From an optimization exercise on the open Yosys and OpenROAD flow, aimed at small area; shortcuts taken in it are not production practice. Only simulation tests tie the RTL to the original design; equivalence was not proved. Power is estimated from default activity; no workload was simulated. The clock port is modelled as an ideal driver; clocking choices that lean on that would not hold on a real chip.

## run a
Design LeNet_C1_layer, start of the top module:
module LeNet_C1_layer(
	input	wire		i_sclk,
	input	wire		i_rstn,
	input	wire		i_vsync,
	input	wire		i_hsync,
	input	wire		i_valid,
	input	wire		i_tdata,
	input	wire[5:0]	i_W_en,
	input	wire[7:0]	i_Weight_1,
	input	wire[7:0]	i_Weight_2,
	input	wire[7:0]	i_Weight_3,
	input	wire[7:0]	i_Weight_4,
	input	wire[7:0]	i_Weight_5,
	input	wire[7:0]	i_Weight_6,
	input	wire[4:0]	i_W_addr,
	input	wire[7:0]	i_Bias_1,
	input	wire[7:0]	i_Bias_2,
	input	wire[7:0]	i_Bias_3,
	input	wire[7:0]	i_Bias_4,
	input	wire[7:0]	i_Bias_5,
	input	wire[7:0]	i_Bias_6,
	output	reg 		o_hsync,
	output	reg 		o_valid,
	output	reg [5:0]	o_tdata
);
wire[7:0]	wt[5:0];
wire[7:0]	bs[5:0];
assign wt[0] = i_Weight_1;
assign wt[1] = i_Weight_2;
assign wt[2] = i_Weight_3;
assign wt[3] = i_Weight_4;
assign wt[4] = i_Weight_5;
assign wt[5] = i_Weight_6;
assign bs[0] = i_Bias_1;
assign bs[1] = i_Bias_2;
assign bs[2] = i_Bias_3;
assign bs[3] = i_Bias_4;
assign bs[4] = i_Bias_5;
assign bs[5] = i_Bias_6;
reg		hs_d1, hs_d2;
reg [2:0]	rows;
always @(posedge i_sclk) begin
	hs_d1 <= i_hsync;
	hs_d2 <= hs_d1;
end
always @(posedge i_sclk)
	if (!i_rstn || i_vsync)		rows <= 3'd0;
	else if (hs_d2 && rows != 3'd5)	rows <= rows + 3'd1;
always @(posedge i_sclk)
	o_hsync <= hs_d2 && (rows > 3'd3);
reg [5:1]	pix_d;
reg [7:1]	val_d;
  ...
Size in the first run: ~5700 cells after synthesis, about 1300 flip-flops, ~120 I/O pins, ~0.070 mm2 of cells after synthesis.
clock: 6.0 ns
lec_check: 0
cap_margin: 10
core_margin: 2
core_utilization: 60
cts_cluster_diameter: 100
cts_cluster_size: 25
place_density: 0.7
slew_margin: 10
synth_hierarchical: 1
run.sh (not shown) runs the stock make flow with config.mk's settings and CLKGATE_MAP_FILE= SYNTH_SCRIPT=/design/flow/synth_recipe.tcl, a recipe that flattens the netlist after the stock synthesis.
Run a was carried through to the last stage, and its layout satisfied the timing, design-rule and antenna checks.
> inputs changed (run a -> run b)
- a change of SLEW_MARGIN from 10 to 20
- a change of CAP_MARGIN from 10 to 20
==> flow/flow/run.sh (new file) <==
#!/bin/bash
# The standard layout (standard.sh) with two changes: the port buffers use the
# smallest buffer cell, and clock tree synthesis adds no dummy loads and
# clusters up to 25 sinks within 100 um. Each step's full log stays under
# orfs/logs; make's own output goes to standard.log.
set -euo pipefail
export BUFFER_PORTS_ARGS="-buffer_cell sky130_fd_sc_hd__buf_1"
export CTS_ARGS="-sink_clustering_enable -repair_clock_nets -dont_use_dummy_load -sink_clustering_size 25 -sink_clustering_max_diameter 100"
bash standard.sh > standard.log 2>&1
==> flow/standard.sh (new file) <==
#!/bin/bash
# synth_recipe.tcl (not shown) runs the flow's synth.tcl, then flattens the netlist and writes it again
# the make line also repeats each setting of config.mk as NAME=value (left out here)
make -C /OpenROAD-flow-scripts/flow DESIGN_CONFIG=/design/flow/config.mk WORK_HOME=/design/flow/orfs CLKGATE_MAP_FILE= SYNTH_SCRIPT=/design/flow/synth_recipe.tcl "${@:-finish}"
removed: flow/run.sh
==> summary.txt <==
- Compared run a against run b; portion of total power attributed to combinational logic within noise.
- From run b to run a, post-synthesis xor/xnor area fraction did not move at all.
- Looking at total track usage, run b sits 0.21 points higher than run a does.
- Between run b and run a, it is run b whose number of cells on the critical path is lower, by 1.
- After detailed routing, run a needs less wire than run b.
- Run b against run a: final weighted congestion of routability-driven global placement rose by 2.2%, clock buffer instance count of the final layout fell by 8, count of cells resized by post-cts repair stayed essentially flat, slack of the critical path fell by 0.053 ns, met1 wire length rose by about 1.2%.
- Mean routed wirelength per cell delta for run b relative to run a: 1.8% higher


LeNet_C1_layer, a different RTL version from the one above (not shown whole).
Size in the first run: ~5600 cells after synthesis, roughly 1300 flip-flops.
Design LeNet_C1_layer, start of the top module:
module LeNet_C1_layer(
	input	wire		i_sclk,
	input	wire		i_rstn,
	input	wire		i_vsync,
	input	wire		i_hsync,
	input	wire		i_valid,
	input	wire		i_tdata,
	input	wire[5:0]	i_W_en,
	input	wire[7:0]	i_Weight_1,
	input	wire[7:0]	i_Weight_2,
	input	wire[7:0]	i_Weight_3,
	input	wire[7:0]	i_Weight_4,
	input	wire[7:0]	i_Weight_5,
	input	wire[7:0]	i_Weight_6,
	input	wire[4:0]	i_W_addr,
	input	wire[7:0]	i_Bias_1,
	input	wire[7:0]	i_Bias_2,
	input	wire[7:0]	i_Bias_3,
	input	wire[7:0]	i_Bias_4,
	input	wire[7:0]	i_Bias_5,
	input	wire[7:0]	i_Bias_6,
	output	reg 		o_hsync,
	output	reg 		o_valid,
	output	reg [5:0]	o_tdata
);
wire[7:0]	wt[5:0];
wire[7:0]	bs[5:0];
assign wt[0] = i_Weight_1;
assign wt[1] = i_Weight_2;
assign wt[2] = i_Weight_3;
assign wt[3] = i_Weight_4;
assign wt[4] = i_Weight_5;
assign wt[5] = i_Weight_6;
assign bs[0] = i_Bias_1;
assign bs[1] = i_Bias_2;
assign bs[2] = i_Bias_3;
assign bs[3] = i_Bias_4;
assign bs[4] = i_Bias_5;
assign bs[5] = i_Bias_6;
reg		hs_d1, hs_d2;
reg [2:0]	rows;
always @(posedge i_sclk) begin
	hs_d1 <= i_hsync;
	hs_d2 <= hs_d1;
end
always @(posedge i_sclk)
	if (!i_rstn || i_vsync)		rows <= 3'd0;
	else if (hs_d2 && rows != 3'd5)	rows <= rows + 3'd1;
always @(posedge i_sclk)
	o_hsync <= hs_d2 && (rows > 3'd3);
reg [5:1]	pix_d;
reg [7:1]	val_d;
always @(posedge i_sclk) begin
	pix_d <= {pix_d[4:1], i_tdata};
	val_d <= {val_d[6:1], i_valid};
end
reg [6:4]	res_d;
always @(posedge i_sclk) begin
	res_d[4] <= val_d[3] && val_d[7] && (rows == 3'd5) && i_rstn;
	res_d[5] <= res_d[4];
	res_d[6] <= res_d[5];
	o_valid  <= res_d[6];
end
reg [116:0]	lb;
wire[116:0]	lb_nx;
wire		lb_e = val_d[5];
  ...
clock: 6.0 ns
lec_check: 0
cap_margin: 20
core_margin: 2
core_utilization: 66
cts_cluster_diameter: 100
cts_cluster_size: 30
place_density: 0.76
slew_margin: 20
synth_hierarchical: 1
standard.sh (not shown) runs the stock make flow with config.mk's settings and CLKGATE_MAP_FILE= SYNTH_SCRIPT=/design/flow/synth_recipe.tcl, a recipe that flattens the netlist after the stock synthesis.
==> flow/flow/run.sh <==
#!/bin/bash
# The standard layout (standard.sh) with two changes: the port buffers use the
# smallest buffer cell, and clock tree synthesis adds no dummy loads and
# clusters up to 30 sinks within 100 um. Each step's full log stays under
# orfs/logs; make's own output goes to standard.log.
set -euo pipefail
export BUFFER_PORTS_ARGS="-buffer_cell sky130_fd_sc_hd__buf_1"
export CTS_ARGS="-sink_clustering_enable -repair_clock_nets -dont_use_dummy_load -sink_clustering_size 30 -sink_clustering_max_diameter 100"
bash standard.sh > standard.log 2>&1
==> next run, changes <==
==> flow/flow/run.sh (replaced) <==
#!/bin/bash
# The standard layout (standard.sh) with two changes: the port buffers use the
# smallest buffer cell, and clock tree synthesis adds no dummy loads and
# clusters up to 25 sinks within 100 um. Each step's full log stays under
# orfs/logs; make's own output goes to standard.log.
set -euo pipefail
export BUFFER_PORTS_ARGS="-buffer_cell sky130_fd_sc_hd__buf_1"
export CTS_ARGS="-sink_clustering_enable -repair_clock_nets -dont_use_dummy_load -sink_clustering_size 25 -sink_clustering_max_diameter 100"
bash standard.sh > standard.log 2>&1
--- a/flow/config.mk
+++ b/flow/config.mk
@@ -11,3 +11,3 @@
 export CTS_CLUSTER_DIAMETER = 100
-export CTS_CLUSTER_SIZE = 30
+export CTS_CLUSTER_SIZE = 25
 export PLACE_DENSITY = 0.76
Outcome: Sequential share of layout area fell by 0.12 points; wire length hardly moves; sequential power is about the same; cell count hardly moves; power rose by 2.1%; setup slack gets worse by 0.049 ns; design area rose by about 0.32%.

==> afterwards: timing with drivers on the ports <==
How much do the figures lean on ideal ports? The routed layouts below were timed once more, with nothing changed but the port constraints.
Step 1: set_driving_cell puts a clkbuf_16 on i_sclk and a buf_2 on each other input, an assumption about the parent block.
Step 2 also shifts input and output timing later by t, the mid clock arrival at the registers, as if the neighbouring blocks saw the same clock.
Three values: ideal ports, drivers, drivers and shift; two values: the first two.
run | shift t [ns] | setup WS [ns] | latest minus earliest clock arrival (ns) | slew at the worst register clock pin (ns) | pins driven straight from the clock port
run a | 0.760 | 0.166 / 0.166 / 0.166 | 0.029 / 0.029 | 0.11 / 0.11 | 1
run b | 0.813 | 0.113 / 0.113 / 0.113 | 0.064 / 0.064 | 0.11 / 0.11 | 1
the first run of note 2 | 0.775 | 0.147 / 0.147 / 0.147 | 0.056 / 0.056 | 0.12 / 0.12 | 1
the second run of note 2 | 0.791 | 0.098 / 0.098 / 0.098 | 0.074 / 0.074 | 0.10 / 0.10 | 1
After both steps setup and hold are still met in every run listed.
